Background: an optimization exercise with open tools, aiming at small area. Do not read the settings as production practice. Function was checked by simulation only, so behaviour that the tests miss may differ from the original. No run shown here takes its clock network from TritonCTS; it comes from the design's own scripts or RTL. The flow treats the clock pin as an ideal source. Dropping or thinning the clock tree relies on that and would not hold on a real chip. Power and IR drop assume default switching activity.

File: config.mk
export PLATFORM = sky130hd
export DESIGN_NAME = uart_txrx_test
export DESIGN_NICKNAME = uart_txrx_test
export VERILOG_FILES = /design/flow/design.v
export SDC_FILE = /design/flow/constraint.sdc
export NUM_CORES = 4
export LEC_CHECK = 0
export CAP_MARGIN = 20
export CORE_MARGIN = 2
export CORE_UTILIZATION = 60
export PLACE_DENSITY = 0.8
export SLEW_MARGIN = 20
File: constraint.sdc
create_clock -name core_clock -period 10.0 [get_ports {clk}]
set_input_delay 2.0000 -clock core_clock [delete_from_list [all_inputs] [get_ports {clk}]]
set_output_delay 2.0000 -clock core_clock [all_outputs]
set_load 0.01 [all_outputs]
File: design.v
`timescale 1ns / 1ps
module uart_txrx_test(
    input  wire       clk,
    input  wire       n_reset,
    input  wire       TX_RDY,
    input  wire       RX_RDY,
    output reg        WEN,
    output reg        OEN,
    output reg  [7:0] uart_tx,
    input  wire [7:0] uart_rx,
    output reg  [3:0] ctrl,
    input  wire       sda_i,
    output reg        sda_o,
    output wire       sda_oe,
    output reg        scl,
    input  wire [3:0] key
);
    reg  [5:0]  ph;
    wire [15:0] PH_T = 16'h4cb3;
    wire        i2c_tick = ph[5] & ~ph[4] & ~ph[3] & ~ph[2] & ~ph[0];
    always @(posedge clk or negedge n_reset)
        if (!n_reset) ph <= 6'd0;
        else          ph <= {ph[4:0], PH_T[{ph[5], ph[4], ph[3], ph[1]}]};
    reg  [7:0]  tw, tr;
    wire [15:0] TM_T = 16'hac53;
    wire        tw_zero = (tw == 8'd0);
    wire        tr_zero = (tr == 8'd0);
    wire        write_valid = ~tw_zero;
    wire        read_valid  = ~tr_zero;
    always @(posedge clk or negedge n_reset)
        if (!n_reset) begin
            tw <= 8'd0;
            tr <= 8'd0;
        end else begin
            tw <= {tw[6:0], tw_zero ? key[2] : TM_T[{tw[7], tw[6], tw[5], tw[3]}]};
            tr <= {tr[6:0], tr_zero ? key[3] : TM_T[{tr[7], tr[6], tr[5], tr[3]}]};
        end
    reg  [10:0] cs;          
    reg         wr_en, rd_en;
    reg         addr_inc;    
    reg  [7:0]  rd_data;     
    reg  [7:0]  po_data;     
    wire        cs_end = cs[0] & cs[1] & cs[2] & cs[3] & cs[4] & cs[5]
                       & cs[6] & cs[10];
    wire        i2c_end;
    wire        i2c_start;
    always @(posedge clk or negedge n_reset)
        if (!n_reset) begin
            cs        <= 11'd0;
            wr_en     <= 1'b0;
            rd_en     <= 1'b0;
            addr_inc  <= 1'b0;
            po_data   <= 8'd0;
        end else if (i2c_tick) begin
            cs <= ((!wr_en && !rd_en) || cs_end) ? 11'd0
                                                 : {cs[9:0], ~(cs[10] ^ cs[0])};
            if (i2c_end && wr_en)  wr_en <= 1'b0;
            else if (write_valid)  wr_en <= 1'b1;
            if (i2c_end && rd_en)  rd_en <= 1'b0;
            else if (read_valid)   rd_en <= 1'b1;
            if (!wr_en && !rd_en)  addr_inc <= 1'b0;
            else if (i2c_end)      addr_inc <= ~addr_inc;
            if (rd_en && i2c_end)  po_data <= rd_data;
        end
    localparam IDLE = 4'd00, START_1 = 4'd01, SEND_D_ADDR = 4'd02,
               ACK_1 = 4'd03, SEND_B_ADDR_H = 4'd04, ACK_2 = 4'd05,
               SEND_B_ADDR_L = 4'd06, ACK_3 = 4'd07, WR_DATA = 4'd08,
               ACK_4 = 4'd09, START_2 = 4'd10, SEND_RD_ADDR = 4'd11,
               ACK_5 = 4'd12, RD_DATA = 4'd13, N_ACK = 4'd14, STOP = 4'd15;
    localparam [1:0] Q0 = 2'b00, Q1 = 2'b01, Q2 = 2'b11, Q3 = 2'b10;
    reg [3:0] state;
    reg [1:0] cnt;
    reg [2:0] cnt_bit;
    wire [2:0] cnt_bit_nx = {cnt_bit[1:0],
                             cnt_bit[2] ^ cnt_bit[1] ^ ~(cnt_bit[1] | cnt_bit[0])};
    reg [2:0] bpos;
    always @(*)
        case (cnt_bit)
            3'b000: bpos = 3'd0;
            3'b001: bpos = 3'd1;
            3'b010: bpos = 3'd2;
            3'b101: bpos = 3'd3;
            3'b011: bpos = 3'd4;
            3'b111: bpos = 3'd5;
            3'b110: bpos = 3'd6;
            default: bpos = 3'd7;
        endcase
    wire is_ack = (state == ACK_1) || (state == ACK_2) || (state == ACK_3)
               || (state == ACK_4) || (state == ACK_5);
    wire last_q    = (cnt == Q3);
    wire byte_done = last_q && (cnt_bit == 3'b100);
    assign i2c_end   = (state == IDLE) && cnt_bit[0];
    assign i2c_start = cnt_bit[2];
    always @(posedge clk or negedge n_reset)
        if (!n_reset) begin
            state   <= IDLE;
            cnt     <= 2'd0;
            cnt_bit <= 3'd0;
            rd_data <= 8'd0;
        end else if (i2c_tick) begin
            if (state != IDLE)
                cnt <= {cnt[0], ~cnt[1]};
            if (is_ack) begin
                if (cnt == Q0)
                    cnt_bit <= {2'b00, sda_i};
            end else if (state == IDLE)
                cnt_bit <= {cs_end, 2'b00};
            else if ((state == STOP) && last_q && (cnt_bit == 3'b101))
                cnt_bit <= {cs_end, 2'b11};
            else if ((state == START_1) || (state == START_2)
                || (state == N_ACK) || byte_done)
                cnt_bit <= 3'd0;
            else if (last_q)
                cnt_bit <= cnt_bit_nx;
            if (state == RD_DATA && cnt == Q2)
                rd_data <= {rd_data[6:0], sda_i};
            case (state)
                IDLE:          if (i2c_start) state <= START_1;
                START_1:       if (last_q) state <= SEND_D_ADDR;
                SEND_D_ADDR:   if (byte_done) state <= ACK_1;
                ACK_1:         if (last_q && !cnt_bit[0]) state <= SEND_B_ADDR_H;
                SEND_B_ADDR_H: if (byte_done) state <= ACK_2;
                ACK_2:         if (last_q && !cnt_bit[0]) state <= SEND_B_ADDR_L;
                SEND_B_ADDR_L: if (byte_done) state <= ACK_3;
                ACK_3:         if (last_q && !cnt_bit[0]) begin
                                   if (wr_en) state <= WR_DATA;
                                   else if (rd_en) state <= START_2;
                               end
                WR_DATA:       if (byte_done) state <= ACK_4;
                ACK_4:         if (last_q && !cnt_bit[0]) state <= STOP;
                START_2:       if (last_q) state <= SEND_RD_ADDR;
                SEND_RD_ADDR:  if (byte_done) state <= ACK_5;
                ACK_5:         if (last_q && !cnt_bit[0]) state <= RD_DATA;
                RD_DATA:       if (byte_done) state <= N_ACK;
                N_ACK:         if (last_q) state <= STOP;
                STOP:          if (last_q && cnt_bit == 3'b101) state <= IDLE;
            endcase
        end
    always @(*) begin
        case (state)
            IDLE:    scl = 1'b1;
            START_1: scl = (cnt != Q3);
            STOP:    scl = !((cnt_bit == 3'd0) && (cnt == Q0));
            default: scl = cnt[0];
        endcase
    end
    wire [7:0] addr_l = {7'b0101101, addr_inc};
    always @(*) begin
        case (state)
            START_1:       sda_o = (cnt == Q0);
            SEND_D_ADDR:   sda_o = (bpos == 3'd0) || (bpos == 3'd2);
            SEND_B_ADDR_H: sda_o = 1'b0;
            SEND_B_ADDR_L: sda_o = addr_l[~bpos];
            WR_DATA:       sda_o = (bpos == 3'd0) || (bpos == 3'd2)
                                || (bpos == 3'd5) || (bpos == 3'd7);
            START_2:       sda_o = !cnt[1];
            SEND_RD_ADDR:  sda_o = (bpos == 3'd0) || (bpos == 3'd2)
                                || (bpos == 3'd7);
            STOP:          sda_o = !((bpos == 3'd0) && (cnt != Q3));
            default:       sda_o = 1'b1;
        endcase
    end
    assign sda_oe = !((state == RD_DATA) || is_ack);
    reg [1:0] slot;
    reg       rx_q;          
    reg       is_aa, is_a5, is_ff;
    reg [3:0] nib;
    always @(posedge clk or negedge n_reset)
        if (!n_reset) begin
            slot  <= 2'd0;
            rx_q  <= 1'b0;
            is_aa <= 1'b0;
            is_a5 <= 1'b0;
            is_ff <= 1'b0;
            nib   <= 4'd0;
            ctrl  <= 4'd0;
        end else begin
            rx_q <= RX_RDY;
            if (RX_RDY && !rx_q) begin
                slot <= {slot[0], ~slot[1]};     
                case (slot)
                    2'b00: is_aa <= (uart_rx == 8'hAA);
                    2'b01: is_a5 <= (uart_rx == 8'hA5);
                    2'b11: nib   <= uart_rx[3:0];
                    2'b10: is_ff <= (uart_rx == 8'hFF);
                endcase
            end
            if (rx_q && is_aa && is_a5 && is_ff)
                ctrl <= nib;
        end
    always @(posedge clk or negedge n_reset)
        if (!n_reset) begin
            uart_tx <= 8'b0;
            WEN     <= 1'b1;
            OEN     <= 1'b1;
        end else begin
            OEN <= ~(RX_RDY & TX_RDY);
            if (RX_RDY) begin
                uart_tx <= po_data;
                WEN     <= ~TX_RDY;
            end
        end
endmodule
File: flow/run.sh
#!/bin/bash
# The standard ORFS flow with these changes:
#  - synthesis maps the logic with an area-oriented ABC script (flow/abc_area.script)
#    in place of ORFS's delay-oriented one; everything else in synthesis is the
#    standard script (same passes, same flip-flop mapping and names);
#  - the port buffers are the smallest buffer cell (buf_1);
#  - the clock tree is built by flow/mycts.tcl (through ORFS's PRE_CTS_TCL hook)
#    in place of TritonCTS: one root buffer and balanced groups of flip-flops,
#    each behind its own leaf buffer; the rest of the CTS step (legalisation,
#    timing repair) is ORFS's.
set -euo pipefail
W=$(pwd)
rm -rf "$W/scripts_area"
cp -r "$FLOW_HOME/scripts" "$W/scripts_area"
cp "$W/flow/abc_area.script" "$W/scripts_area/abc_speed.script"
SCRIPTS_DIR="$W/scripts_area" bash standard.sh synth > synth_flow.log 2>&1
export BUFFER_PORTS_ARGS="-buffer_cell sky130_fd_sc_hd__buf_1"
export MY_FLOW_DIR="$W/flow"
export PRE_CTS_TCL="$W/flow/cts_hook.tcl"
bash standard.sh finish > layout_flow.log 2>&1
File: flow/abc_area.script
strash
&get -n
&st
&deepsyn -T 30
&dch
&nf -a -R 1000
&st
&dch
&nf -a -R 1000
&put
topo
dnsize -c
File: flow/cts_hook.tcl
# PRE_CTS_TCL hook: clock_tree_synthesis is replaced by the tree of mycts.tcl
# (root buffer plus balanced leaf buffers, smallest tree meeting the slew target).
source [file join $::env(MY_FLOW_DIR) mycts.tcl]
rename clock_tree_synthesis orfs_clock_tree_synthesis
proc clock_tree_synthesis {args} {
  set B sky130_fd_sc_hd__
  set A [dict create clkbuf_2 5.0048 clkbuf_4 7.5072 clkbuf_8 13.7632 clkbuf_16 25.024]
  set cfgs {}
  foreach {leaf Ks} {clkbuf_4 {8 9 10 11 12 13 14 15 16} clkbuf_8 {4 5 6 7 8 9 10}} {
    foreach K $Ks {
      lappend cfgs [list [expr {[dict get $A clkbuf_2] + $K * [dict get $A $leaf]}] ${B}clkbuf_2 ${B}$leaf $K]
    }
  }
  set cfgs [lsort -real -index 0 $cfgs]
  set tries {}
  foreach c $cfgs { lappend tries [lrange $c 1 end] }
  lappend tries [list ${B}clkbuf_8 ${B}clkbuf_16 10]
  my_cts 0.110 $tries
}
File: flow/mycts.tcl
# Clock tree built here in place of TritonCTS: the clock port drives one
# root buffer, which drives K leaf buffers; each leaf drives one group of
# flip-flops (k-means on their placed positions) and sits at the group's
# centre. Trees are tried from the smallest total buffer area up, and the
# first whose worst flip-flop clock-pin slew (placement parasitics) is under
# the target is kept.

proc cts_sinks {} {
  set clk_net [[ord::get_db_block] findNet clk]
  set sinks {}
  foreach it [$clk_net getITerms] { lappend sinks $it }
  return $sinks
}

# balanced clusters by recursive bisection along the longer side
proc cts_bisect {idx pts K} {
  if {$K == 1} { return [list $idx] }
  set xs {}; set ys {}
  foreach i $idx { lappend xs [lindex $pts $i 0]; lappend ys [lindex $pts $i 1] }
  set xs [lsort -integer $xs]; set ys [lsort -integer $ys]
  set dim [expr {([lindex $xs end] - [lindex $xs 0]) >= ([lindex $ys end] - [lindex $ys 0]) ? 0 : 1}]
  set items {}
  foreach i $idx { lappend items [list $i [lindex $pts $i $dim]] }
  set items [lsort -integer -index 1 $items]
  set K1 [expr {$K / 2}]
  set cut [expr {int(round([llength $idx] * double($K1) / $K))}]
  set a {}; set b {}
  set j 0
  foreach it $items { if {$j < $cut} { lappend a [lindex $it 0] } else { lappend b [lindex $it 0] }; incr j }
  return [concat [cts_bisect $a $pts $K1] [cts_bisect $b $pts [expr {$K - $K1}]]]
}

proc cts_balanced {pts K} {
  set idx {}
  for {set i 0} {$i < [llength $pts]} {incr i} { lappend idx $i }
  set groups [cts_bisect $idx $pts $K]
  set asg [lrepeat [llength $pts] 0]
  set cents {}
  set k 0
  foreach g $groups {
    set mx 0; set my 0
    foreach i $g { lset asg $i $k; set mx [expr {$mx + [lindex $pts $i 0]}]; set my [expr {$my + [lindex $pts $i 1]}] }
    set m [llength $g]
    lappend cents [list [expr {int($mx / $m)}] [expr {int($my / $m)}]]
    incr k
  }
  return [list $cents $asg]
}

proc cts_kmeans {pts K} {
  set n [llength $pts]
  set order [lsort -integer -index 0 $pts]
  set cents {}
  for {set k 0} {$k < $K} {incr k} { lappend cents [lindex $order [expr {int(($k + 0.5) * $n / $K)}]] }
  set asg {}
  for {set iter 0} {$iter < 40} {incr iter} {
    set asg {}
    foreach p $pts {
      set best 0; set bd 1e18
      for {set k 0} {$k < $K} {incr k} {
        set c [lindex $cents $k]
        set d [expr {abs([lindex $p 0]-[lindex $c 0]) + abs([lindex $p 1]-[lindex $c 1])}]
        if {$d < $bd} { set bd $d; set best $k }
      }
      lappend asg $best
    }
    set newc {}
    for {set k 0} {$k < $K} {incr k} {
      set mx 0; set my 0; set m 0
      foreach p $pts a $asg { if {$a == $k} { set mx [expr {$mx+[lindex $p 0]}]; set my [expr {$my+[lindex $p 1]}]; incr m } }
      if {$m > 0} { lappend newc [list [expr {int($mx/$m)}] [expr {int($my/$m)}]] } else { lappend newc [lindex $cents $k] }
    }
    set cents $newc
  }
  return [list $cents $asg]
}

# builds the tree; returns the list of created instances and nets
proc cts_build {sinks root_cell leaf_cell K} {
  set block [ord::get_db_block]
  set db [ord::get_db]
  set clk_net [$block findNet clk]
  set pts {}
  foreach it $sinks {
    set loc [[$it getInst] getLocation]
    lappend pts [list [lindex $loc 0] [lindex $loc 1]]
  }
  lassign [cts_balanced $pts $K] cents asg
  set sx 0; set sy 0
  foreach c $cents { set sx [expr {$sx + [lindex $c 0]}]; set sy [expr {$sy + [lindex $c 1]}] }
  set made {}
  set root [odb::dbInst_create $block [$db findMaster $root_cell] "clkbuf_root"]
  $root setLocation [expr {int($sx / $K)}] [expr {int($sy / $K)}]
  $root setPlacementStatus PLACED
  set rnet [odb::dbNet_create $block "clknet_root"]
  $rnet setSigType CLOCK
  [$root findITerm A] connect $clk_net
  [$root findITerm X] connect $rnet
  lappend made $root $rnet
  for {set k 0} {$k < $K} {incr k} {
    set c [lindex $cents $k]
    set leaf [odb::dbInst_create $block [$db findMaster $leaf_cell] "clkbuf_leaf_$k"]
    $leaf setLocation [lindex $c 0] [lindex $c 1]
    $leaf setPlacementStatus PLACED
    set lnet [odb::dbNet_create $block "clknet_leaf_$k"]
    $lnet setSigType CLOCK
    [$leaf findITerm A] connect $rnet
    [$leaf findITerm X] connect $lnet
    lappend made $leaf $lnet
    foreach it $sinks a $asg { if {$a == $k} { $it disconnect; $it connect $lnet } }
  }
  return $made
}

proc cts_undo {sinks made} {
  set clk_net [[ord::get_db_block] findNet clk]
  foreach it $sinks { $it disconnect; $it connect $clk_net }
  foreach o $made {
    if {[string match *_dbInst $o]} { odb::dbInst_destroy $o }
  }
  foreach o $made {
    if {[string match *_dbNet $o]} { odb::dbNet_destroy $o }
  }
}

proc cts_worst_slew {} {
  estimate_parasitics -placement
  set worst 0
  foreach pin [get_pins -hierarchical */CLK] {
    set s [get_property $pin slew_max]
    if {$s > $worst} { set worst $s }
  }
  return $worst
}

proc my_cts {target configs} {
  set sinks [cts_sinks]
  set_propagated_clock [all_clocks]
  foreach cfg $configs {
    lassign $cfg root_cell leaf_cell K
    set made [cts_build $sinks $root_cell $leaf_cell $K]
    set w [cts_worst_slew]
    puts "my_cts: root $root_cell, $K x $leaf_cell: worst clock-pin slew $w"
    if {$w <= $target} { return }
    cts_undo $sinks $made
  }
  error "my_cts: no tree met the slew target"
}
File: standard.sh
#!/bin/bash
# synth_recipe.tcl (not shown) runs the flow's synth.tcl, then flattens the netlist and writes it again
# the make line also repeats each setting of config.mk as NAME=value (left out here)
make -C /OpenROAD-flow-scripts/flow DESIGN_CONFIG=/design/flow/config.mk WORK_HOME=/design/flow/orfs CLKGATE_MAP_FILE= SYNTH_SCRIPT=/design/flow/synth_recipe.tcl "${@:-finish}"
==> flow_summary.ini, run 1 <==
[floorplanning]
dieHeight_um = 78.3
io_pins = 34
die_x_um = 78.3
coreArea_um2 = 5410
dieArea_um2 = 6130
row_count = 27
start_util_pct = 61.3

[cells_and_area]
diodes = 0
layout.cells.non_filler = 371
drive_above_1_share_pct = 5.02
area_delta_synth_final_pct = 9.03
finalNetCount = 318

[synth]
ys_types = 38
synth_area_um2 = 3310
synth_area_leader_cell = dfrtp_1
synth_area_per_cell_um2 = 12.9
yosys-top-cells-count = 83 x dfrtp_1, 34 x mux2_1, 21 x nor2_1
yosys_warnings = 1
yosys_register_bits = 85
synth_most_common_cell = dfrtp_1
async_flop_share_pct = 100
syn-instance-count = 257
ys_seq_area_share_pct = 64.3
synth_nets = 274
synth_area_leaders = dfrtp_1 63%, mux2_1 12%, a22o_1 3.2%
synth-edff-count = 0
synth_top_cell_area_share_pct = 62.7
ys.flop_type = dfrtp_1

[setup_path]
cp.arrival_ps = 2680
critPathBufInv = 2
crit_chain = nor3_1, a21oi_1, a21oi_1, clkinv_1, a21o_1, a21oi_1, nor2_1, o21ai_0, nand4b_1, buf_1
path_class = flip-flop to primary output
cpMaxStageDelayCell = dfrtp_1
r2r_slack_ps = 7130
cp-start-kind = flip-flop
critPathMostFrequentCell = a21oi_1
max_stage_delay_ps = 470
r2r-start = state[3]$_DFFE_PN0P_
path_max_fanout = 8
end_kind = primary output
crit_family = compound AO/OA/AOI/OAI gates
crit_required_ps = 8000
crit_path_start = state[3]$_DFFE_PN0P_

[power]
peakVddDrop_v = 0.000112
power_density_nw_per_um2 = 170
p_leak_nw = 1.71

[global_routing]
grt_pass1_vias = 2201
antenna_found_initial = 0
use_met2_pct = 33.6
grt_pass1_wl_um = 10200
met3_usage_pct = 1.72
track_usage_pct = 20.2
grt-busiest-layer = met2
grt_use_met1_pct = 30.2
grt-ovfl-total = 0
grt_max_degree = 86

[drt]
via_per_inst = 5.85
drc = 0
wire_per_inst_um = 15.5
vias = 2171
antenna_left = 0
drtIter0Drc = 151
routed_wl_um = 5730
drt-pass1-iter-count = 4

[sta]
slew_violations = 0
hold_viol_final = 0
setup_viol = 0
worst_pin_slew_ps = 726
rsz0062_at_grt = no
skew_ps = 16.7
min_period_ps = 4680
setup_ws_ps = 5320
period_share_pct = 46.8
setup-tns-final_ps = 0
relSlewSlack_pct = 51.6
fmax_ghz = 0.214

[placement]
hpwl_um = 3990
dp_cells = 360
pre_cts_ws_ps = 5870
portBuffers = 31
gp_congestion = 0.829

[hold_path]
min_path_type = flip-flop to flip-flop
min_from = ph[1]$_DFF_PN0_

[clocking]
clk_pin_slew_ps = 90
ctsHoldBuffers = 0
clock_latency_ps = 500
post_cts_resized = 0
postCtsSetupBuffers = 0

[run_status]
status = no timing/DRC/antenna violations

[run]
max-cap-violations = 0
-- cells in the final DEF (no fill, tap or decap), types with 3 or more instances in the layout --
master / netlist / final
dfrtp_1: 83 / 83
mux2_1: 34 / 34
buf_1: 0 / 30
nor2_1: 21 / 21
nand2_1: 18 / 18
a21oi_1: 12 / 12
a22o_1: 12 / 12
o21ai_0: 10 / 10
clkbuf_4: 0 / 10
nor4_1: 7 / 7
nor3_1: 6 / 5
nand4_1: 5 / 5
and3_1: 4 / 4
clkinv_1: 4 / 4
or3_1: 4 / 4
nor2b_1: 3 / 3
xnor2_1: 3 / 3
-- report_power, final --
group           total, W  switching (W)  leakage, nW  internal [W]
Sequential      0.000422      0.0000315         1.12      0.000390
Clock           0.000144      0.0000962       0.0502     0.0000481
Combinational  0.0000475      0.0000241        0.545     0.0000234
-- layer usage --
layer	vias up	part of all wire [%]
met5	-	0
met4	0	1.4
met3	8	3.7
met2	47	49
met1	1083	46
li1	1033	-
-- cells by family after synthesis --
logic type	after synthesis	synth area share, %
AND/OR/NAND/NOR	79	12.0
buffers and inverters	4	0.453
AO/OA/AOI/OAI	48	9.82
flip-flops	85	64.3
XOR/XNOR	5	1.32
multiplexers	36	12.2
-- state kept, by name, summed over array words and instances, names as in the netlist --
| signal | cells |
|---|---|
| wr_en | 1 |
| ctrl | 4 |
| state | 4 |
| is_aa | 1 |
| ph | 6 |
| addr_inc | 1 |
| tw | 8 |
| WEN | 1 |
| cnt | 2 |
| tr | 8 |
| OEN | 1 |
| cs | 11 |
| uart_tx | 8 |
| rd_en | 1 |
| po_data | 8 |
| slot | 2 |
| rd_data | 8 |
| nib | 4 |
| rx_q | 1 |
| cnt_bit | 3 |
| is_ff | 1 |
| is_a5 | 1 |
-- final timing paths --
path / cells after the start / end
max in group asynchronous: 1 / cs[10]$_DFFE_PN0P_
min in group asynchronous: 1 / ctrl[1]$_DFFE_PN0P_
worst max-delay path: 10 / sda_o
worst min-delay path: 0 / ph[2]$_DFF_PN0_
worst min register to register: 0 / ph[2]$_DFF_PN0_
worst max register to register: 5 / po_data[7]$_DFFE_PN0P_
-- worst reg2reg max path, cell delays in order, from the launching register on --
cell	delay, ps
dfrtp_1	470
nor4_1	670
clkinv_1	270
nor3_1	530
nand2_1	390
mux2_1	420
-- final cells by class --
type	instances	area [µm²]
multi-input cells	168	1170
plain buffers	11	80.1
inverters	4	15.0
repair buffers	31	124
well taps	72	90.1
flip-flops and latches	85	2130
fillers	437	1790
-- per-stage QoR --
step | cell area (µm²) | hold WS [ps] | power, W | util, %
6_report | 3610 | 382 | 0.000614 | 66.8
3_5_place_dp | 3520 | 361 | 0.000477 | 65.2
3_3_place_gp | 3520 | 359 | 0.000472 | 65.2
4_1_cts | 3600 | 383 | 0.000623 | 66.7
2_1_floorplan | 3310 | 354 | 0.000451 | -
5_1_grt | 3610 | 389 | 0.000652 | 66.8
==> run 2: changes to the inputs <==
--- a/design.v
+++ b/design.v
@@ -6,5 +6,5 @@
     input  wire       RX_RDY,
     output reg        WEN,
-    output reg        OEN,
+    output wire       OEN,
     output reg  [7:0] uart_tx,
     input  wire [7:0] uart_rx,
@@ -189,11 +189,10 @@
                 ctrl <= nib;
         end
+    assign OEN = ~rx_q | WEN;
     always @(posedge clk or negedge n_reset)
         if (!n_reset) begin
             uart_tx <= 8'b0;
             WEN     <= 1'b1;
-            OEN     <= 1'b1;
         end else begin
-            OEN <= ~(RX_RDY & TX_RDY);
             if (RX_RDY) begin
                 uart_tx <= po_data;
--- a/flow/cts_hook.tcl
+++ b/flow/cts_hook.tcl
@@ -16,4 +16,4 @@
   foreach c $cfgs { lappend tries [lrange $c 1 end] }
   lappend tries [list ${B}clkbuf_8 ${B}clkbuf_16 10]
-  my_cts 0.110 $tries
+  my_cts 0.120 $tries
 }
==> run 2 against run 1 <==
Compared with the run above:
- still clean on timing, DRC and antenna
- die area decreased by 0.26%
- final cell count is 1.1% higher
- synthesized cell count grew 1.9%
- total power is 1.9% lower
- final area fell by 0.45%
- synthesized area shrank 0.26%
==> flow_summary.ini, run 2 <==
[floorplanning]
dieArea_um2 = 6120
row_count = 27
dieHeight_um = 78.2
die_x_um = 78.2
coreArea_um2 = 5410
io_pins = 34
start_util_pct = 61.1

[clocking]
ctsHoldBuffers = 0
post_cts_resized = 0
postCtsSetupBuffers = 0
clk_pin_slew_ps = 100
clock_latency_ps = 490

[sta]
setup_viol = 0
slew_violations = 0
setup_ws_ps = 5800
fmax_ghz = 0.238
hold_viol_final = 0
relSlewSlack_pct = 52.9
setup-tns-final_ps = 0
whs_ps = 382
min_period_ps = 4200
rsz0062_at_grt = no
period_share_pct = 42.0
skew_ps = 14.0
worst_pin_slew_ps = 706

[synth]
synth_area_um2 = 3300
ys_seq_area_share_pct = 63.7
yosys-top-cells-count = 83 x dfrtp_1, 34 x mux2_1, 27 x nor2_1
yosys_register_bits = 84
ys.flop_type = dfrtp_1
synth_top_cell_area_share_pct = 62.9
synth_nets = 279
synth_area_leader_cell = dfrtp_1
synth-edff-count = 0
synth_area_leaders = dfrtp_1 63%, mux2_1 12%, a22o_1 3.2%
yosys_warnings = 1
synth_area_per_cell_um2 = 12.6
async_flop_share_pct = 100
ys_types = 35
syn-instance-count = 262
synth_most_common_cell = dfrtp_1

[cells_and_area]
regArea_um2 = 2100
nFillCells = 417
layout.cells.non_filler = 375
drive_above_1_share_pct = 4.29
final_common_cell = dfrtp_1
area_delta_synth_final_pct = 8.82
largest_reg_flops = 11
layout_common_cells = 83 x dfrtp_1, 34 x mux2_1, 30 x buf_1
top_register = cs
finalNetCount = 322
finalInstanceArea_um2 = 3600
diodes = 0
multi_input_area_um2 = 1190

[drt]
routed_wl_um = 5490
vias = 2188
wire_per_inst_um = 14.6
via_per_inst = 5.83
drtIter0Drc = 144
drt-pass1-iter-count = 4
drc = 0
antenna_left = 0

[power]
p_sw_w = 0.000149
comb_power_share_pct = 7.9
power_density_nw_per_um2 = 167
p_seq_share_pct = 69.4
peakVddDrop_v = 0.000107
p_int_w = 0.000453
netSwitchingFraction_pct = 24.7
p_leak_nw = 1.67
clockPowerShare_pct = 22.7

[setup_path]
max_stage_delay_ps = 510
crit_family = simple AND/OR/NAND/NOR gates
crit_required_ps = 8000
end_kind = primary output
crit_chain = or3_1, nor2_1, a211oi_1, nand2b_1, buf_1
path_max_fanout = 13
cp-start-kind = flip-flop
critPathBufInv = 1
cp.arrival_ps = 2200
cpMaxStageDelayCell = dfrtp_1
path_class = flip-flop to primary output

[placement]
dp_cells = 365
hpwl_um = 3790
pre_cts_ws_ps = 6350
place_area_um2 = 3510
gp_congestion = 0.898
portBuffers = 31

[global_routing]
track_usage_pct = 19.3
grt_pass1_wl_um = 9890
grt-ovfl-total = 0
antenna_found_initial = 0
grt_max_degree = 85
grt_pass1_vias = 2155

[hold_path]
min_path_type = flip-flop to flip-flop

[run_status]
status = no timing/DRC/antenna violations

[run]
max-cap-violations = 0
==> run 2: cell type report <==
| cell class | instances | area share, % |
|---|---|---|
| flip-flops and latches | 84 | 58.5 |
| multi-input cells | 174 | 33.1 |
| repair buffers | 31 | 3.44 |
| well taps | 72 | 2.51 |
| plain buffers | 10 | 2.02 |
| inverters | 4 | 0.418 |
==> run 2: power by group through the flow <==
stage / Combinational (W) / Sequential (W) / Clock, W
global route: 0.0000550 / 0.000425 / 0.000162
floorplan: 0.0000328 / 0.000414 / 0
global placement: 0.0000465 / 0.000421 / 0
CTS: 0.0000491 / 0.000419 / 0.000144
detailed placement: 0.0000487 / 0.000425 / 0
finish: 0.0000477 / 0.000418 / 0.000137
==> run 2: cells by family after synthesis <==
logic type / Yosys count / share of synthesized area (%)
flops: 84 / 63.7
simple gates: 83 / 12.0
compound gates: 49 / 10.1
mux: 36 / 12.2
xor+xnor: 6 / 1.59
buf+inv: 4 / 0.454
==> run 2: path summary, 6_finish.rpt <==
path,startpoint,to,slack [ps],depth (start not counted)
hold / removal,tr[1]$_DFF_PN0_,tr[2]$_DFF_PN0_,380,0
max in group asynchronous,n_reset,cs[10]$_DFFE_PN0P_,7980,1
setup reg to reg,state[3]$_DFFE_PN0P_,rd_data[4]$_DFFE_PN0P_,7380,7
hold reg to reg,tr[1]$_DFF_PN0_,tr[2]$_DFF_PN0_,380,0
min in group asynchronous,n_reset,tw[5]$_DFF_PN0_,1520,1
setup / recovery,state[3]$_DFFE_PN0P_,scl,5800,5
==> run 2: metal layers <==
metal	wire length, µm	global-route usage [%]	vias to the layer above
met1	2610	28.8	1061
met3	284	2.30	16
li1	-	-	1044
met4	124	5.09	0
met2	2470	30.6	67
met5	0	0	-
==> run 2: through the flow <==
stage / utilization (%) / total power (W)
final: 66.5 / 0.000602
after global routing: 66.5 / 0.000641
after CTS: 66.4 / 0.000611
after detailed placement: 65.0 / 0.000473
after global placement: 65.0 / 0.000467
after floorplan: - / 0.000447
==> run 2: worst reg2reg max path, stage by stage, from the launching register on <==
cell and delay (ps):
dfrtp_1 560, nor3_1 120, nor2_1 190, a21boi_0 450, clkinv_1 210, nor2_1 120, nand4_1 390, mux2_1 460
==> run 3: changes to the inputs <==
--- a/config.mk
+++ b/config.mk
@@ -6,7 +6,7 @@
 export NUM_CORES = 4
 export LEC_CHECK = 0
-export CAP_MARGIN = 20
+export CAP_MARGIN = 5
 export CORE_MARGIN = 2
 export CORE_UTILIZATION = 60
 export PLACE_DENSITY = 0.8
-export SLEW_MARGIN = 20
+export SLEW_MARGIN = 5
==> run 3 against run 2 <==
Compared with the run above:
- still clean
- combinational power about the same
- routed wire length increased by 0.18%
- clock power about the same
- synthesized cell count unchanged
- clock skew about the same
- sequential share of layout area increased by 0.14 points
- fmax about the same
- total power about the same
- critical path depth unchanged
- synthesized area unchanged
- sequential power about the same
- critical endpoint unchanged
==> flow_summary.ini, run 3 <==
[power]
p_sw_w = 0.000149
p_seq_share_pct = 69.4
totalPowerFinal_w = 0.000602
comb_power_share_pct = 7.9
p_leak_nw = 1.67
p_int_w = 0.000453
netSwitchingFraction_pct = 24.7
peakVddDrop_v = 0.000107
clockPowerShare_pct = 22.7
power_density_nw_per_um2 = 168

[clocking]
post_cts_resized = 0
ctsHoldBuffers = 0
clk_pin_slew_ps = 100
postCtsSetupBuffers = 0
clock_latency_ps = 490

[setup_path]
r2r_slack_ps = 7380
cp-start-kind = flip-flop
crit_required_ps = 8000
path_max_fanout = 10
worstRegToRegCells = 7
end_kind = primary output
r2r-start = state[3]$_DFFE_PN0P_
path_class = flip-flop to primary output
cp.arrival_ps = 2200
timing.rr.end = rd_data[4]$_DFFE_PN0P_

[drt]
drt-pass1-iter-count = 4
antenna_left = 0
via_per_inst = 5.86
drc = 0
routed_wl_um = 5500
wire_per_inst_um = 14.7
drtIter0Drc = 137
vias = 2197

[sta]
slew_violations = 0
relSlewSlack_pct = 22.9
whs_ps = 382
skew_ps = 14.2
worst_pin_slew_ps = 1150
fmax_ghz = 0.238
min_period_ps = 4200
period_share_pct = 42.0
setup_viol = 0
setup_ws_ps = 5800
setup-tns-final_ps = 0
hold_viol_final = 0
rsz0062_at_grt = no

[synth]
yosys-top-cells-count = 83 x dfrtp_1, 34 x mux2_1, 27 x nor2_1
synth_most_common_cell = dfrtp_1
synth_area_per_cell_um2 = 12.6
synth-edff-count = 0
ys_seq_area_share_pct = 63.7
async_flop_share_pct = 100
synth_area_leader_cell = dfrtp_1
yosys_register_bits = 84
yosys_warnings = 1
synth_area_um2 = 3300
ys_types = 35
synth_top_cell_area_share_pct = 62.9
synth_nets = 279
syn-instance-count = 262
synth_area_leaders = dfrtp_1 63%, mux2_1 12%, a22o_1 3.2%
ys.flop_type = dfrtp_1

[global_routing]
grt-ovfl-total = 0
grt_max_degree = 85
antenna_found_initial = 0
grt_pass1_wl_um = 9890
grt_pass1_vias = 2155
track_usage_pct = 19.3

[cells_and_area]
largest_reg_flops = 11
top_register = cs
drive_above_1_share_pct = 3.96
area_delta_synth_final_pct = 8.56
diodes = 0
layout.cells.non_filler = 375
finalNetCount = 322
layout_common_cells = 83 x dfrtp_1, 34 x mux2_1, 30 x buf_1
final_common_cell = dfrtp_1

[hold_path]
min_from = tr[1]$_DFF_PN0_
holdPathEnd = tr[2]$_DFF_PN0_
min_path_type = flip-flop to flip-flop
hold_depth = 0

[floorplanning]
dieArea_um2 = 6120
io_pins = 34
coreArea_um2 = 5410
die_x_um = 78.2
dieHeight_um = 78.2
row_count = 27
start_util_pct = 61.1

[placement]
hpwl_um = 3790
pre_cts_ws_ps = 6350
portBuffers = 31
gp_congestion = 0.898
dp_cells = 365

[run]
max-cap-violations = 0

[run_status]
status = no timing/DRC/antenna violations
[run 3: cell counts after synthesis]
Identical to the previous run, type by type.
[run 3: cell type report]
cell class	instances	area [µm²]
Buffer	10	72.6
Sequential cell	84	2100
Inverter	4	15.0
Multi-Input combinational cell	174	1190
Fill cell	417	1820
Timing Repair Buffer	31	120
Tap cell	72	90.1
[run 3: layer usage]
metal | vias to the layer above | track usage (%) | part of all wire (%)
met5 | - | 0 | 0
met4 | 0 | 5.09 | 2.3
met3 | 16 | 2.30 | 4.8
met2 | 62 | 30.6 | 45
met1 | 1077 | 28.8 | 48
li1 | 1042 | - | -
[run 3: power by group through the flow]
stage          clock network, W  registers (W)   logic, W
6_report               0.000137       0.000418  0.0000476
5_1_grt                0.000162       0.000425  0.0000549
4_1_cts                0.000144       0.000419  0.0000491
3_5_place_dp                  0       0.000425  0.0000487
3_3_place_gp                  0       0.000421  0.0000465
2_1_floorplan                 0       0.000414  0.0000328
[run 3: cell families (layout without fill, tap and decap cells)]
group	count (synthesis)	in the layout	synth area share, %
AO/OA/AOI/OAI	49	49	10.1
XOR/XNOR	6	6	1.59
flip-flops	84	84	63.7
AND/OR/NAND/NOR	83	83	12.0
buffers and inverters	4	45	0.454
multiplexers	36	36	12.2
[run 3: worst max path at each step]
stage | startpoint | end | slack [ps] | depth (start not counted)
global placement | state[3]$_DFFE_PN0P_ | sda_o | 6370 | 8
finish | state[1]$_DFFE_PN0P_ | scl | 5800 | 5
global route | state[3]$_DFFE_PN0P_ | sda_o | 5500 | 8
CTS | state[3]$_DFFE_PN0P_ | sda_oe | 5760 | 5
detailed placement | state[3]$_DFFE_PN0P_ | sda_oe | 6350 | 5
floorplan | state[3]$_DFFE_PN0P_ | sda_o | 6690 | 7
[run 3: critical path, cell delays in order (launching register included)]
cell,delay [ps]
dfrtp_1,500
or3_1,450
nor2_1,320
a211oi_1,130
nand2b_1,130
buf_1,170
[run 3: through the flow]
step,util (%),cell area [µm²]
after global placement,65.0,3510
after global routing,66.4,3590
after detailed placement,65.0,3510
final,66.4,3590
after floorplan,-,3300
after CTS,66.4,3590
==> run 4: changes to the inputs <==
--- a/design.v
+++ b/design.v
@@ -148,9 +148,9 @@
     always @(*) begin
         case (state)
-            START_1:       sda_o = (cnt == Q0);
-            SEND_D_ADDR:   sda_o = (bpos == 3'd0) || (bpos == 3'd2);
-            SEND_B_ADDR_H: sda_o = 1'b0;
-            SEND_B_ADDR_L: sda_o = addr_l[~bpos];
-            WR_DATA:       sda_o = (bpos == 3'd0) || (bpos == 3'd2)
+            IDLE, START_1: sda_o = (state == IDLE) || (cnt == Q0);
+            SEND_D_ADDR, ACK_1:   sda_o = (bpos == 3'd0) || (bpos == 3'd2);
+            SEND_B_ADDR_H, ACK_2: sda_o = 1'b0;
+            SEND_B_ADDR_L, ACK_3: sda_o = addr_l[~bpos];
+            WR_DATA, ACK_4:       sda_o = (bpos == 3'd0) || (bpos == 3'd2)
                                 || (bpos == 3'd5) || (bpos == 3'd7);
             START_2:       sda_o = !cnt[1];
--- a/flow/cts_hook.tcl
+++ b/flow/cts_hook.tcl
@@ -16,4 +16,8 @@
   foreach c $cfgs { lappend tries [lrange $c 1 end] }
   lappend tries [list ${B}clkbuf_8 ${B}clkbuf_16 10]
-  my_cts 0.120 $tries
+  # TritonCTS as it would have run if no tree meets the target
+  if {[catch {my_cts 0.120 $tries} msg]} {
+    puts "my_cts: $msg; running TritonCTS instead"
+    orfs_clock_tree_synthesis {*}$args
+  }
 }
==> run 4 against run 3 <==
Compared with the run above:
- still clean
- via count fell by 4.3%
- final cell count decreased by 2.9%
- register-to-register slack lost 410 ps
- sequential power down 1%
- synthesized area shrank 0.83%
- global-route usage is 1.9 points lower
- synthesized cell count decreased by 3.4%
- sequential share of layout area rose by 0.49 points
- total power is 1.8% lower
==> flow_summary.ini, run 4 <==
[sta]
rsz0062_at_grt = no
period_share_pct = 41.3
setup-tns-final_ps = 0
fmax_ghz = 0.242
min_period_ps = 4130
relSlewSlack_pct = 26.6
skew_ps = 15.1
setup_ws_ps = 5870
slew_violations = 0
hold_viol_final = 0
worst_pin_slew_ps = 1090
setup_viol = 0

[clocking]
postCtsSetupBuffers = 0
ctsHoldBuffers = 0
clock_latency_ps = 510
post_cts_resized = 0
clk_pin_slew_ps = 110

[power]
netSwitchingFraction_pct = 24.5
peakVddDrop_v = 0.000108
p_sw_w = 0.000145
comb_power_share_pct = 7.6
p_leak_nw = 1.67
p_int_w = 0.000446
clockPowerShare_pct = 22.2
p_seq_share_pct = 70.1
power_density_nw_per_um2 = 166

[synth]
synth-edff-count = 0
synth_nets = 270
synth_area_um2 = 3280
yosys_register_bits = 84
yosys-top-cells-count = 83 x dfrtp_1, 34 x mux2_1, 22 x nand2_1
synth_area_leader_cell = dfrtp_1
syn-instance-count = 253
synth_area_leaders = dfrtp_1 63%, mux2_1 12%, a22o_1 3.5%
yosys_warnings = 1
ys_types = 34
async_flop_share_pct = 100
ys_seq_area_share_pct = 64.2
synth_most_common_cell = dfrtp_1
ys.flop_type = dfrtp_1
synth_area_per_cell_um2 = 13.0
synth_top_cell_area_share_pct = 63.4

[cells_and_area]
diodes = 0
final_common_cell = dfrtp_1
drive_above_1_share_pct = 4.08
largest_reg_flops = 11
finalInstanceArea_um2 = 3560
finalNetCount = 313
layout.cells.non_filler = 364
nFillCells = 393
layout_common_cells = 83 x dfrtp_1, 34 x mux2_1, 30 x buf_1
area_delta_synth_final_pct = 8.55
top_register = cs

[drt]
antenna_left = 0
drt-met1-wl_um = 2560
drtIter0Drc = 139
topRoutingLayerUsed = met4
drt-pass1-iter-count = 4
via_per_inst = 5.78
wl_met2_um = 2380
wire_per_inst_um = 14.6
drc = 0
routed_wl_um = 5300
wl_met3_um = 246
vias = 2103

[setup_path]
crit_path_start = state[3]$_DFFE_PN0P_
cp.arrival_ps = 2130
path_class = flip-flop to primary output
path_max_fanout = 11
crit_required_ps = 8000
end_kind = primary output
cp-start-kind = flip-flop
crit_chain = nor4_1, a211oi_1, nand2b_1, buf_1
cpMaxStageDelayCell = nor4_1
r2r-start = state[3]$_DFFE_PN0P_
max_stage_delay_ps = 640

[floorplanning]
die_x_um = 77.9
coreArea_um2 = 5200
dieArea_um2 = 6070
dieHeight_um = 77.9
io_pins = 34
start_util_pct = 63.0
row_count = 26

[global_routing]
grt_pass1_vias = 1915
grt-ovfl-total = 0
track_usage_pct = 17.4
grt_pass1_wl_um = 8850
grt_max_degree = 85
antenna_found_initial = 0

[placement]
hpwl_um = 3730
gp_congestion = 0.869
dp_cells = 355
portBuffers = 31
place_area_um2 = 3490
pre_cts_ws_ps = 6480

[hold_path]
min_from = ph[2]$_DFF_PN0_
min_path_type = flip-flop to flip-flop

[run_status]
status = no timing/DRC/antenna violations

[run]
max-cap-violations = 0
[run 4: cell types whose count changed after synthesis, sizes merged, moves of 2 or more]
cell	previous run	this run
a21oi	12	10
or4	0	2
nand4	6	3
nand2	19	22
a31oi	0	2
o211ai	2	0
o21ai	11	7
nor2	27	17
[run 4: worst paths after layout]
| kind | slack (ps) | end | depth (start not counted) |
|---|---|---|---|
| worst max register to register | 6970 | state[3]$_DFFE_PN0P_ | 10 |
| max in group asynchronous | 7600 | cs[0]$_DFFE_PN0P_ | 2 |
| min in group asynchronous | 1750 | nib[2]$_DFFE_PN0P_ | 2 |
| worst min-delay path | 370 | ph[3]$_DFF_PN0_ | 0 |
| worst min register to register | 370 | ph[3]$_DFF_PN0_ | 0 |
| worst max-delay path | 5870 | scl | 4 |
[run 4: kinds of logic (layout without fill, tap and decap cells)]
logic type	count (synthesis)	after routing	share of synthesized area, %
compound gates	45	45	9.70
xor+xnor	6	6	1.60
buf+inv	5	46	0.573
flops	84	84	64.2
mux	36	36	12.3
simple gates	77	77	11.6
[run 4: per-layer routing]
metal / global-route usage (%) / vias up
li1: - / 1013
met1: 26.5 / 1032
met2: 27.5 / 46
met3: 1.98 / 12
met4: 3.68 / 0
met5: 0 / -
[run 4: cell type report]
class / instances / area (µm²) / area share, %
buffer: 9 / 65.1 / 1.83
inverter: 5 / 18.8 / 0.528
multi-input combinational: 164 / 1150 / 32.5
sequential: 84 / 2100 / 59.1
tap: 70 / 87.6 / 2.46
timing repair buffer: 32 / 128 / 3.59
[run 4: power groups by stage]
stage          Clock [W]  Sequential (W)  Combinational, W
2_1_floorplan          0        0.000411         0.0000312
3_3_place_gp           0        0.000418         0.0000452
3_5_place_dp           0        0.000421         0.0000465
4_1_cts         0.000137        0.000414         0.0000465
5_1_grt         0.000151        0.000421         0.0000513
6_report        0.000131        0.000414         0.0000452
[run 4: metrics by stage]
stage,power (W),hold slack [ps],utilization [%]
CTS,0.000597,380,68.3
global route,0.000623,386,68.3
floorplan,0.000442,354,-
finish,0.000591,373,68.3
detailed placement,0.000468,362,67.1
global placement,0.000463,362,67.1
[run 4: worst max-delay path, delay by kind of cell (launching register included)]
kind | cells | cell delay [ps]
AO/OA/AOI/OAI | 1 | 160
flip-flops | 1 | 510
AND/OR/NAND/NOR | 2 | 790
buffers and inverters | 1 | 160
==> run 5: changes to the inputs <==
--- a/design.v
+++ b/design.v
@@ -103,5 +103,5 @@
             if (is_ack) begin
                 if (cnt == Q0)
-                    cnt_bit <= {2'b00, sda_i};
+                    cnt_bit[0] <= sda_i;
             end else if (state == IDLE)
                 cnt_bit <= {cs_end, 2'b00};
==> run 5 against run 4 <==
Compared with the run above:
- synthesized cell count is 0.40% higher
- critical path type unchanged
- final area is 0.35% higher
- sequential share of layout area is 0.21 points lower
- still clean on timing, DRC and antenna
- critical endpoint unchanged
==> flow_summary.ini, run 5 <==
[run_status]
status = no timing/DRC/antenna violations

[setup_path]
r2r-start = state[1]$_DFFE_PN0P_
r2r_slack_ps = 6850
crit_chain = or3_1, nor2_1, a311oi_1, a21oi_1, nor2_1, clkinv_1, buf_1
cpMaxStageDelayCell = dfrtp_1
worstRegToRegCells = 12
critPathMostFrequentCell = nor2_1
crit_required_ps = 8000
cp-start-kind = flip-flop
end_kind = primary output
path_class = flip-flop to primary output
path_max_fanout = 10
cp.arrival_ps = 2370
timing.rr.end = state[3]$_DFFE_PN0P_
critPathBufInv = 2
max_stage_delay_ps = 500
crit_family = simple AND/OR/NAND/NOR gates

[sta]
worst_pin_slew_ps = 1100
setup_viol = 0
slew_violations = 0
skew_ps = 13.9
fmax_ghz = 0.229
whs_ps = 386
hold_viol_final = 0
relSlewSlack_pct = 26.2
period_share_pct = 43.7
setup-tns-final_ps = 0
min_period_ps = 4370
rsz0062_at_grt = no

[synth]
synth_area_leaders = dfrtp_1 63%, mux2_1 12%, a22o_1 3.2%
ys_types = 34
yosys_register_bits = 84
ys_seq_area_share_pct = 64.1
async_flop_share_pct = 100
synth_area_leader_cell = dfrtp_1
syn-instance-count = 254
synth_area_um2 = 3280
synth_top_cell_area_share_pct = 63.3
yosys-top-cells-count = 83 x dfrtp_1, 34 x mux2_1, 22 x nand2_1
yosys_warnings = 1
ys.flop_type = dfrtp_1
synth_most_common_cell = dfrtp_1
synth_area_per_cell_um2 = 12.9
synth_nets = 271
synth-edff-count = 0

[cells_and_area]
nFillCells = 400
top_register = cs
diodes = 0
finalNetCount = 311
multi_input_area_um2 = 1170
regArea_um2 = 2100
drive_above_1_share_pct = 3.08
layout.cells.non_filler = 362
final_util_pct = 68.6
finalInstanceArea_um2 = 3570
area_delta_synth_final_pct = 8.81
largest_reg_flops = 11
final_common_cell = dfrtp_1
layout_common_cells = 83 x dfrtp_1, 34 x mux2_1, 30 x buf_1

[drt]
drc = 0
drt-pass1-iter-count = 4
via_per_inst = 5.88
vias = 2128
drtIter0Drc = 101
wire_per_inst_um = 14.7
antenna_left = 0
routed_wl_um = 5340

[floorplanning]
io_pins = 34
start_util_pct = 63.0
row_count = 26
coreArea_um2 = 5200
dieHeight_um = 77.9
die_x_um = 77.9
dieArea_um2 = 6080

[clocking]
clk_pin_slew_ps = 90
post_cts_resized = 0
ctsHoldBuffers = 0
postCtsSetupBuffers = 0
clock_latency_ps = 460

[placement]
hpwl_um = 3660
dp_cells = 356
gp_congestion = 0.894
portBuffers = 31
place_area_um2 = 3500

[run]
max-cap-violations = 0

[power]
p_seq_share_pct = 69.1
power_density_nw_per_um2 = 168
clockPowerShare_pct = 23.5
p_leak_nw = 1.69
p_int_w = 0.000454
p_sw_w = 0.000145
netSwitchingFraction_pct = 24.2
comb_power_share_pct = 7.4
peakVddDrop_v = 0.000175

[hold_path]
hold_depth = 0
min_from = tr[2]$_DFF_PN0_
min_path_type = flip-flop to flip-flop
holdPathEnd = tr[3]$_DFF_PN0_

[global_routing]
grt_use_met1_pct = 27.1
grt-busiest-layer = met2
grt-ovfl-total = 0
use_met2_pct = 31.9
grt_max_degree = 85
antenna_found_initial = 0
grt_pass1_wl_um = 9600
track_usage_pct = 18.8
met3_usage_pct = 1.28
grt_pass1_vias = 2165
[run 5: cell count changes after synthesis, moves of 3 or more]
cell,change
a21oi_1,+3
and3_1,+3
nor2_1,+4
o211ai_1,+3
[run 5: cell type report]
cell class | count | area share [%]
flip-flops and latches | 84 | 58.9
multi-input cells | 167 | 32.7
well taps | 70 | 2.45
inverters | 3 | 0.315
plain buffers | 6 | 2.07
repair buffers | 32 | 3.58
[run 5: stage by stage]
step | worst slack (ps) | power, W
final | 5630 | 0.000599
after global routing | 5510 | 0.000629
after CTS | 5620 | 0.000606
after detailed placement | 6150 | 0.000466
after global placement | 6170 | 0.000463
after floorplan | 6500 | 0.000442
[run 5: kinds of logic (layout without fill, tap and decap cells)]
kind of cell	count (synthesis)	after routing	synth area share, %
compound gates	45	45	9.61
xor+xnor	7	7	1.87
buf+inv	3	41	0.343
flops	84	84	64.1
mux	36	36	12.3
simple gates	79	79	11.8
[run 5: worst max path at each step]
stage / slack (ps) / cells after the start / end / startpoint
after floorplan: 6500 / 5 / sda_o / state[1]$_DFFE_PN0P_
after global placement: 6170 / 7 / scl / state[1]$_DFFE_PN0P_
after detailed placement: 6150 / 7 / scl / state[1]$_DFFE_PN0P_
after CTS: 5620 / 7 / scl / state[1]$_DFFE_PN0P_
after global routing: 5510 / 7 / scl / state[1]$_DFFE_PN0P_
final: 5630 / 7 / scl / state[1]$_DFFE_PN0P_
[run 5: power groups by stage]
stage | sequential, W | combinational [W] | clock, W
after floorplan | 0.000411 | 0.0000312 | 0
after global placement | 0.000418 | 0.0000445 | 0
after detailed placement | 0.000420 | 0.0000459 | 0
after CTS | 0.000414 | 0.0000460 | 0.000146
after global routing | 0.000420 | 0.0000524 | 0.000156
final | 0.000414 | 0.0000445 | 0.000141
[run 5: per-layer routing]
| layer | vias to the layer above | share of wire (%) |
|---|---|---|
| met1 | 1052 | 47 |
| met5 | - | 0 |
| met4 | 0 | 2.0 |
| li1 | 1013 | - |
| met3 | 10 | 4.3 |
| met2 | 53 | 47 |
==> run 6: changes to the inputs <==
--- a/design.v
+++ b/design.v
@@ -61,5 +61,5 @@
             if (!wr_en && !rd_en)  addr_inc <= 1'b0;
             else if (i2c_end)      addr_inc <= ~addr_inc;
-            if (rd_en && i2c_end)  po_data <= rd_data;
+            if (i2c_end)           po_data <= rd_data;
         end
     localparam IDLE = 4'd00, START_1 = 4'd01, SEND_D_ADDR = 4'd02,
==> flow/abc_area.script (replaced) <==
strash
&get -n
&st
&deepsyn -T 60 -J 50
&dch
&nf -a -R 1000
&st
&dch
&nf -a -R 1000
&put
topo
dnsize -c
==> run 6 against run 5 <==
Compared with the run above:
- routed wire length down 0.52%
- fmax increased by 9.5%
- worst setup slack improved by 380 ps
- still clean
- final area about the same
- largest power group unchanged
- final cell count rose by 2.2%
- combinational power rose by 11%
- critical endpoint is now sda_o
- synthesized cell count increased by 2.0%
==> flow_summary.ini, run 6 <==
[run_status]
status = no timing/DRC/antenna violations

[sta]
setup_viol = 0
worst_pin_slew_ps = 1110
fmax_ghz = 0.251
slew_violations = 0
setup_ws_ps = 6010
skew_ps = 17.3
rsz0062_at_grt = no
relSlewSlack_pct = 25.7
setup-tns-final_ps = 0
hold_viol_final = 0
min_period_ps = 3990
period_share_pct = 39.9

[clocking]
clock_latency_ps = 470
clk_pin_slew_ps = 110
postCtsSetupBuffers = 0
post_cts_resized = 0
ctsHoldBuffers = 0

[drt]
drc = 0
antenna_left = 0
routed_wl_um = 5310
via_per_inst = 5.74
drt-pass1-iter-count = 4
wire_per_inst_um = 14.3
vias = 2124
drtIter0Drc = 133

[synth]
synth-compound-area-share_pct = 9.86
syn-instance-count = 259
ys_types = 36
synth_most_common_cell = dfrtp_1
synth_top_family_by_area = multiplexers
yosys_warnings = 1
synth_nets = 276
synth_simple_gate_area_share_pct = 11.0
synth-edff-count = 0
synth-xor-area-share_pct = 2.13
ys.flop_type = dfrtp_1
yosys_register_bits = 84
ys_seq_area_share_pct = 64.0
synthAdderAreaFrac_pct = 0
async_flop_share_pct = 100
synth_area_leaders = dfrtp_1 63%, mux2_1 12%, nand2_1 3.4%
synth_area_um2 = 3290
yosys-top-cells-count = 83 x dfrtp_1, 34 x mux2_1, 30 x nand2_1
synth_area_leader_cell = dfrtp_1
synthMuxAreaShare_pct = 12.3
synth_top_cell_area_share_pct = 63.2
synth_area_per_cell_um2 = 12.7

[power]
comb_power_share_pct = 8.3
peakVddDrop_v = 0.000141
power_density_nw_per_um2 = 166
netSwitchingFraction_pct = 24.8
p_seq_share_pct = 69.8
p_leak_nw = 1.67
clockPowerShare_pct = 21.9
p_int_w = 0.000447
p_sw_w = 0.000147

[setup_path]
path_class = flip-flop to primary output
path_max_fanout = 7
crit_required_ps = 8000
r2r_slack_ps = 6940
end_kind = primary output
cp-start-kind = flip-flop
cp.arrival_ps = 1990

[floorplanning]
io_pins = 34
row_count = 26
start_util_pct = 63.1
coreArea_um2 = 5200
dieHeight_um = 78.0
dieArea_um2 = 6090
die_x_um = 78.0

[hold_path]
min_path_type = flip-flop to flip-flop

[cells_and_area]
top_register = cs
area_delta_synth_final_pct = 8.53
largest_reg_flops = 11
finalNetCount = 319
diodes = 0
final_common_cell = dfrtp_1
nFillCells = 403
drive_above_1_share_pct = 4.00
layout_common_cells = 83 x dfrtp_1, 34 x mux2_1, 30 x nand2_1, 30 x buf_1, 16 x nor2_1
layout.cells.non_filler = 370

[placement]
hpwl_um = 3670
gp_congestion = 0.848
pre_cts_ws_ps = 6410
portBuffers = 31
dp_cells = 361

[global_routing]
antenna_found_initial = 0
grt_max_degree = 85
grt_pass1_vias = 2033
grt-ovfl-total = 0
grt_pass1_wl_um = 9540
track_usage_pct = 18.7

[run]
max-cap-violations = 0
==> run 6: cell count changes in the layout (fill, tap and decap cells not counted), sizes merged, moves of 3 or more <==
cell / delta
a31oi: +4
and3: -5
clkbuf: +3
clkinv: +4
nand2: +8
nand2b: +3
nor2: -5
nor3: +4
o211ai: -3
==> run 6: worst paths after layout <==
path,start,endpoint,cells past startpoint
max reg2reg,ph[3]$_DFF_PN0_,rd_data[4]$_DFFE_PN0P_,6
min in group asynchronous,n_reset,nib[2]$_DFFE_PN0P_,2
max,state[1]$_DFFE_PN0P_,sda_o,6
min reg2reg,ph[2]$_DFF_PN0_,ph[3]$_DFF_PN0_,0
min,ph[2]$_DFF_PN0_,ph[3]$_DFF_PN0_,0
max in group asynchronous,n_reset,uart_tx[2]$_DFFE_PN0P_,2
==> run 6: cell families (layout without fill, tap and decap cells) <==
kind of cell,after synthesis,after routing
DFF,84,84
xor gates and xnor gates,8,8
muxes,36,36
buffers and inverters,7,48
AOI/OAI and AO/OA,47,47
and+or+nand+nor,77,77
==> run 6: critical path: stages (launching register included) <==
cell	delay [ps]
dfrtp_1	470
clkinv_1	140
o31ai_1	340
a31oi_1	70
a211o_1	290
o2111ai_1	70
buf_1	170
==> run 6: metrics by stage <==
stage	total power, W	hold WS, ps	area (µm²)	util (%)
after CTS	0.000601	393	3570	68.5
after detailed placement	0.000471	369	3500	67.3
after global placement	0.000466	359	3500	67.3
final	0.000594	381	3570	68.5
after global routing	0.000632	403	3570	68.5
after floorplan	0.000445	354	3290	-
==> run 6: layout make-up <==
type                       instances  area [µm²]  area share, %
buffer                             9        65.1           1.82
multi-input combinational        168        1160           32.4
tap                               70        87.6           2.46
inverter                           7        26.3          0.737
timing repair buffer              32         128           3.58
sequential                        84        2100           59.0
==> run 6: routing by layer <==
metal  share of wire, %  up-vias  GRT usage [%]  wire (µm)
met4                2.3        0           4.21        121
met2                 47       44           29.8       2480
met3                3.8       10           1.38        203
met5                  0        -              0          0
met1                 47     1044           28.7       2510
li1                   -     1026              -          -
==> run 6: power groups by stage <==
stage | logic, W | clock network [W] | registers [W]
2_1_floorplan | 0.0000337 | 0 | 0.000411
3_3_place_gp | 0.0000487 | 0 | 0.000417
3_5_place_dp | 0.0000502 | 0 | 0.000421
4_1_cts | 0.0000511 | 0.000136 | 0.000414
5_1_grt | 0.0000573 | 0.000153 | 0.000422
6_report | 0.0000492 | 0.000130 | 0.000414

==> port drivers added, routing unchanged <==
How much do the figures lean on ideal ports? The routed layouts below were timed once more, with nothing changed but the port constraints. Step 1, drivers: a clkbuf_16 drives clk and a buf_2 each remaining input, both assumed. Step 2 also shifts input and output timing later by t, the mid clock arrival at the registers, as if the neighbouring blocks saw the same clock. a / b / c = no drivers / after step 1 / after step 2; a / b = the first two.
run	t, ns	slack for setup (ns)	hold slack, ns	worst slew at a driven data input, ns
run 1	0.520	5.322 / 5.296 / 5.816	0.382 / 0.382 / 0.382	0.04
run 2	0.512	5.801 / 5.775 / 6.287	0.382 / 0.382 / 0.382	0.04
run 3	0.513	5.802 / 5.776 / 6.289	0.382 / 0.382 / 0.382	0.03
run 4	0.526	5.872 / 5.846 / 6.372	0.373 / 0.373 / 0.373	0.03
run 5	0.482	5.627 / 5.601 / 6.084	0.386 / 0.386 / 0.386	0.04
run 6	0.482	6.008 / 5.984 / 6.447	0.381 / 0.381 / 0.381	0.03
After both steps setup and hold are still met in every run listed.
